What follows belongs to an exercise in optimizing a design on an open flow for small area and a short achievable clock period; a production flow would make more cautious choices. Only simulation tests tie the RTL to the original design; equivalence was not proved. Power is estimated from default activity; no workload was simulated.

rev 12:
## core
module core(clk,
            rst_n,
            mem_wen_D,
            mem_addr_D,
            mem_wdata_D,
            mem_rdata_D,
            mem_addr_I,
            mem_rdata_I
);
input         clk, rst_n;
output        mem_wen_D;
output [31:0] mem_addr_D;
output [31:0] mem_wdata_D;
input  [31:0] mem_rdata_D;
output [31:0] mem_addr_I;
input  [31:0] mem_rdata_I;
function [31:0] bswap;
    input [31:0] d;
    bswap = {d[7:0], d[15:8], d[23:16], d[31:24]};
endfunction
wire [31:0] inst = bswap(mem_rdata_I);
wire [4:0]  rs1  = inst[19:15];
wire [4:0]  rs2  = inst[24:20];
wire [4:0]  rd   = inst[11:7];
wire op_lw_n = inst[5];
wire op_sw   = ~inst[6] & inst[5] & ~inst[4];
wire op_beq  = inst[6] & ~inst[2];
wire op_jal  = inst[3];
wire op_jalr = inst[6] & inst[2] & ~inst[3];
wire op_link = inst[2];                       
wire reg_we  = inst[4] | ~inst[5] | inst[2];  
reg  [31:0] pc;
reg  [31:0] rf [1:31];
wire [32*32-1:0] rf_flat;
assign rf_flat[31:0] = 32'b0;
genvar g;
generate
    for (g = 1; g < 32; g = g + 1) begin : flat
        assign rf_flat[g*32 +: 32] = rf[g];
    end
endgenerate
wire [31:0] rdata1, rdata2;
wire [31:0] rdata2_a;              
wire [31:0] rd1_n0, rd1_n1;        
wire [31:0] unused_q;
rf_port rp1(.sel(rs1), .regs(rf_flat), .q(unused_q), .q2(rdata1), .n0(rd1_n0), .n1(rd1_n1));
  ...
==> module core, before the edit <==
module core(clk,
            rst_n,
            mem_wen_D,
            mem_addr_D,
            mem_wdata_D,
            mem_rdata_D,
            mem_addr_I,
            mem_rdata_I
);
input         clk, rst_n;
output        mem_wen_D;
output [31:0] mem_addr_D;
output [31:0] mem_wdata_D;
input  [31:0] mem_rdata_D;
output [31:0] mem_addr_I;
input  [31:0] mem_rdata_I;
function [31:0] bswap;
    input [31:0] d;
    bswap = {d[7:0], d[15:8], d[23:16], d[31:24]};
endfunction
wire [31:0] inst = bswap(mem_rdata_I);
wire [4:0]  rs1  = inst[19:15];
wire [4:0]  rs2  = inst[24:20];
wire [4:0]  rd   = inst[11:7];
wire op_lw_n = inst[5];
wire op_sw   = ~inst[6] & inst[5] & ~inst[4];
wire op_beq  = inst[6] & ~inst[2];
wire op_jal  = inst[3];
wire op_jalr = inst[6] & inst[2] & ~inst[3];
wire op_link = inst[2];                       
wire reg_we  = inst[4] | ~inst[5] | inst[2];  
reg  [31:0] pc;
reg  [31:0] rf [1:31];
wire [32*32-1:0] rf_flat;
assign rf_flat[31:0] = 32'b0;
genvar g;
generate
    for (g = 1; g < 32; g = g + 1) begin : flat
        assign rf_flat[g*32 +: 32] = rf[g];
    end
endgenerate
wire [31:0] rdata1, rdata2;
wire [31:0] rdata2_a;              
wire [31:0] rd1_n0, rd1_n1;        
wire [31:0] unused_q;
rf_port rp1(.sel(rs1), .regs(rf_flat), .q(unused_q), .q2(rdata1), .n0(rd1_n0), .n1(rd1_n1));
rf_port rp2(.sel(rs2), .regs(rf_flat), .q(rdata2_a), .q2(rdata2), .n0(), .n1());
wire [31:0] imm_ls = {{21{inst[31]}}, inst[30:25], (inst[5] & ~inst[6]) ? inst[11:7] : inst[24:20]};
wire [31:0] addr;
ks_addr32 addr_add(.an0(rd1_n0), .an1(rd1_n1), .a(rdata1), .b(imm_ls), .s(addr));
wire        inv_b  = inst[30] | inst[13] | inst[6];    
wire [31:0] addsub;
ks_add32 #(.CI(1), .INV(0)) alu_add(.a(rdata1), .b(rdata2 ^ {32{inv_b}}), .ci(inv_b), .s(addsub));
wire        lt     = (rdata1[31] ^ rdata2[31]) ? rdata1[31] : addsub[31];
wire [31:0] pc4    = pc + 32'd4;
wire [31:0] imm_bj = inst[3] ? {{12{inst[31]}}, inst[19:12], inst[20], inst[30:21], 1'b0}
                             : {{20{inst[31]}}, inst[7], inst[30:25], inst[11:8], 1'b0};
wire [31:0] pc_tgt = pc + imm_bj;
wire        eq;
eq32 cmp(.a(rdata1), .b(rdata2), .eq(eq));
wire        to_tgt = op_jal | (op_beq & eq);
wire [31:0] pc_br  = to_tgt ? pc_tgt : pc4;
wire [31:0] pc_nxt = op_jalr ? {addr[31:1], 1'b0} : pc_br;
wire        r_op    = ~op_link & op_lw_n & ~inst[14];           
wire        sel_add = rst_n & r_op & ~inst[13];
wire        sel_slt = rst_n & r_op & inst[13];
wire [31:0] logic_r = inst[12] ? (rdata1 & rdata2) : (rdata1 | rdata2);
wire [31:0] rest    = {32{rst_n}} & (op_link ? pc4 :
                                    (~op_lw_n ? bswap(mem_rdata_D) :
                                    (inst[14] ? logic_r : 32'b0)));
wire [31:0] wdata_g;
g_ao221 wb0(.a1(addsub[0]), .a2(sel_add), .b1(lt), .b2(sel_slt), .c(rest[0]), .y(wdata_g[0]));
genvar w;
generate
    for (w = 1; w < 32; w = w + 1) begin : wb
        g_ao21 m(.a1(addsub[w]), .a2(sel_add), .b(rest[w]), .y(wdata_g[w]));
    end
endgenerate
always @(posedge clk) begin
    if (~rst_n) pc <= 32'b0;
    else        pc <= pc_nxt;
end
integer j;
always @(posedge clk) begin
    for (j = 1; j < 32; j = j + 1)
        if (~rst_n | (reg_we & (rd == j)))
            rf[j] <= wdata_g;
end
assign mem_addr_I  = pc;
assign mem_wen_D   = op_sw;
assign mem_addr_D  = addr;
assign mem_wdata_D = bswap(rdata2_a);
endmodule
==> module ks_addr32, before the edit <==
module ks_addr32(
    input  [31:0] an0,
    input  [31:0] an1,
    input  [31:0] a,
    input  [31:0] b,
    output [31:0] s
);
wire [31:0] g0, t0, p0;
ks_gt    gt(.an0(an0), .an1(an1), .b(b), .g(g0), .t(t0));
ks_xor #(.INV(0)) px(.a(a), .b(b), .inv(1'b0), .y(p0));
wire [31:0] gn1, pn1, g2, p2, gn3, pn3, g4, p4, gn5, pn5;
ks_lvl_n #(.D(1))  l1(.g(g0),  .p(t0),  .go(gn1), .po(pn1));
ks_lvl_p #(.D(2))  l2(.gn(gn1), .pn(pn1), .go(g2),  .po(p2));
ks_lvl_n #(.D(4))  l3(.g(g2),  .p(p2),  .go(gn3), .po(pn3));
ks_lvl_p #(.D(8))  l4(.gn(gn3), .pn(pn3), .go(g4),  .po(p4));
ks_lvl_n #(.D(16)) l5(.g(g4),  .p(p4),  .go(gn5), .po(pn5));
ks_sum #(.CI(0)) sm(.p(p0), .ci(1'b0), .cn(gn5), .s(s));
endmodule
export LEC_CHECK = 0
export CAP_MARGIN = 20
export CORE_MARGIN = 2
export CORE_UTILIZATION = 45
export CTS_CLUSTER_DIAMETER = 80
export CTS_CLUSTER_SIZE = 20
export SETUP_SLACK_MARGIN = 3.5
export SLEW_MARGIN = 20
export SYNTH_HIERARCHICAL = 1
export SYNTH_MINIMUM_KEEP_SIZE = 0
export TNS_END_PERCENT = 100
create_clock -name core_clock -period 11.5 [get_ports {clk}]
standard.sh (not shown) runs the stock make flow with config.mk's settings and CLKGATE_MAP_FILE= SYNTH_SCRIPT=/design/flow/synth_recipe.tcl, a recipe that flattens the netlist after the stock synthesis.
==> flow/flow/run.sh <==
#!/bin/bash
# The standard layout, with the port buffers made as buf_4 instead of the
# default choice (a delay buffer). Runs in the standard flow's work folder.
set -euo pipefail
export BUFFER_PORTS_ARGS="-buffer_cell sky130_fd_sc_hd__buf_4"
bash standard.sh > standard.log 2>&1
#### Input delta (rev 13 over rev 12)
==> flow/design.v, changed modules only <==
module core(clk,
            rst_n,
            mem_wen_D,
            mem_addr_D,
            mem_wdata_D,
            mem_rdata_D,
            mem_addr_I,
            mem_rdata_I
);
input         clk, rst_n;
output        mem_wen_D;
output [31:0] mem_addr_D;
output [31:0] mem_wdata_D;
input  [31:0] mem_rdata_D;
output [31:0] mem_addr_I;
input  [31:0] mem_rdata_I;
function [31:0] bswap;
    input [31:0] d;
    bswap = {d[7:0], d[15:8], d[23:16], d[31:24]};
endfunction
wire [31:0] inst = bswap(mem_rdata_I);
wire [4:0]  rs1  = inst[19:15];
wire [4:0]  rs2  = inst[24:20];
wire [4:0]  rd   = inst[11:7];
wire op_lw_n = inst[5];
wire op_sw   = ~inst[6] & inst[5] & ~inst[4];
wire op_beq  = inst[6] & ~inst[2];
wire op_jal  = inst[3];
wire op_jalr = inst[6] & inst[2] & ~inst[3];
wire op_link = inst[2];                       
wire reg_we  = inst[4] | ~inst[5] | inst[2];  
reg  [31:0] pc;
reg  [31:0] rf [1:31];
wire [32*32-1:0] rf_flat;
assign rf_flat[31:0] = 32'b0;
genvar g;
generate
    for (g = 1; g < 32; g = g + 1) begin : flat
        assign rf_flat[g*32 +: 32] = rf[g];
    end
endgenerate
wire [31:0] rdata1, rdata2;
wire [31:0] rdata2_a;              
wire [31:0] rd1_n0, rd1_n1;        
wire [31:0] unused_q;
rf_port rp1(.sel(rs1), .regs(rf_flat), .q(unused_q), .q2(rdata1), .n0(rd1_n0), .n1(rd1_n1));
rf_port rp2(.sel(rs2), .regs(rf_flat), .q(rdata2_a), .q2(rdata2), .n0(), .n1());
wire [31:0] imm_ls = {{21{inst[31]}}, inst[30:25], (inst[5] & ~inst[6]) ? inst[11:7] : inst[24:20]};
wire [31:0] addr;
wire [31:0] addr_pc;    
ks_addr32 addr_add(.an0(rd1_n0), .an1(rd1_n1), .a(rdata1), .b(imm_ls), .s(addr), .s2(addr_pc));
wire        inv_b  = inst[30] | inst[13] | inst[6];    
wire [31:0] addsub;
ks_add32 #(.CI(1), .INV(0)) alu_add(.a(rdata1), .b(rdata2 ^ {32{inv_b}}), .ci(inv_b), .s(addsub));
wire        lt     = (rdata1[31] ^ rdata2[31]) ? rdata1[31] : addsub[31];
wire [31:0] pc4    = pc + 32'd4;
wire [31:0] imm_bj = inst[3] ? {{12{inst[31]}}, inst[19:12], inst[20], inst[30:21], 1'b0}
                             : {{20{inst[31]}}, inst[7], inst[30:25], inst[11:8], 1'b0};
wire [31:0] pc_tgt = pc + imm_bj;
wire        eq;
eq32 cmp(.a(rdata1), .b(rdata2), .eq(eq));
wire        to_tgt = op_jal | (op_beq & eq);
wire [31:0] pc_br  = to_tgt ? pc_tgt : pc4;
wire [31:0] pc_nxt = op_jalr ? {addr_pc[31:1], 1'b0} : pc_br;
wire        r_op    = ~op_link & op_lw_n & ~inst[14];           
wire        sel_add = rst_n & r_op & ~inst[13];
wire        sel_slt = rst_n & r_op & inst[13];
wire [31:0] logic_r = inst[12] ? (rdata1 & rdata2) : (rdata1 | rdata2);
wire [31:0] rest    = {32{rst_n}} & (op_link ? pc4 :
                                    (~op_lw_n ? bswap(mem_rdata_D) :
                                    (inst[14] ? logic_r : 32'b0)));
wire [31:0] wdata_g;
g_ao221 wb0(.a1(addsub[0]), .a2(sel_add), .b1(lt), .b2(sel_slt), .c(rest[0]), .y(wdata_g[0]));
genvar w;
generate
    for (w = 1; w < 32; w = w + 1) begin : wb
        g_ao21 m(.a1(addsub[w]), .a2(sel_add), .b(rest[w]), .y(wdata_g[w]));
    end
endgenerate
always @(posedge clk) begin
    if (~rst_n) pc <= 32'b0;
    else        pc <= pc_nxt;
end
integer j;
always @(posedge clk) begin
    for (j = 1; j < 32; j = j + 1)
        if (~rst_n | (reg_we & (rd == j)))
            rf[j] <= wdata_g;
end
assign mem_addr_I  = pc;
assign mem_wen_D   = op_sw;
assign mem_addr_D  = addr;
assign mem_wdata_D = bswap(rdata2_a);
endmodule
module ks_addr32(
    input  [31:0] an0,
    input  [31:0] an1,
    input  [31:0] a,
    input  [31:0] b,
    output [31:0] s,
    output [31:0] s2
);
wire [31:0] g0, t0, p0;
ks_gt    gt(.an0(an0), .an1(an1), .b(b), .g(g0), .t(t0));
ks_xor #(.INV(0)) px(.a(a), .b(b), .inv(1'b0), .y(p0));
wire [31:0] gn1, pn1, g2, p2, gn3, pn3, g4, p4, gn5, pn5;
ks_lvl_n #(.D(1))  l1(.g(g0),  .p(t0),  .go(gn1), .po(pn1));
ks_lvl_p #(.D(2))  l2(.gn(gn1), .pn(pn1), .go(g2),  .po(p2));
ks_lvl_n #(.D(4))  l3(.g(g2),  .p(p2),  .go(gn3), .po(pn3));
ks_lvl_p #(.D(8))  l4(.gn(gn3), .pn(pn3), .go(g4),  .po(p4));
ks_lvl_n #(.D(16)) l5(.g(g4),  .p(p4),  .go(gn5), .po(pn5));
ks_sum #(.CI(0)) sm(.p(p0), .ci(1'b0), .cn(gn5), .s(s));
ks_sum #(.CI(0)) sm2(.p(p0), .ci(1'b0), .cn(gn5), .s(s2));
endmodule
The relative contribution of combinational cells to total power of rev 13 is higher than that of rev 12. From rev 12 to rev 13 the numbers moved as follows: non-clock buffer contribution to total cell area moved down; leakage power moved down; clock buffer count saw an increase. In rev 13 relative to rev 12, reported clock group power had gone up by a few percent. Between rev 12 and rev 13, actual slew at the worst max-slew pin is lower for rev 12, rev 13 comes in above that. Per the comparison of rev 13 with rev 12, die footprint went up 610 um2, final period utilization shrank by 0.56 points, pre-CTS worst setup slack rose 330 ps.

separate check: timing with driven ports:
In the flow no input, the clock included, has a driving cell. The finished layouts below were timed again as built, in two steps.
Step 1 assumes that a clkbuf_16 drives the clock port and a buf_2 every other input.
Step 2 times the ports against the registers' clock, not the clock port: input delays grow and output delays shrink by t, the midpoint of the rising clock arrivals with the driver on.
a / b / c = ideal / step 1 / step 2; a / b = the first two.
run | shift t [ns] | setup slack, ns | worst setup path at the end | worst data-port slew with drivers (ns)
rev 12 | 0.775 | 3.441 / 3.398 / 3.365 | input to register | 0.15
rev 13 | 0.766 | 3.506 / 3.476 / 3.085 | input to register | 0.17
After both steps every run listed still meets setup and hold. For rev 13, which loses most, drivers alone change the setup slack by -0.030 ns; drivers and shift together by -0.421 ns.
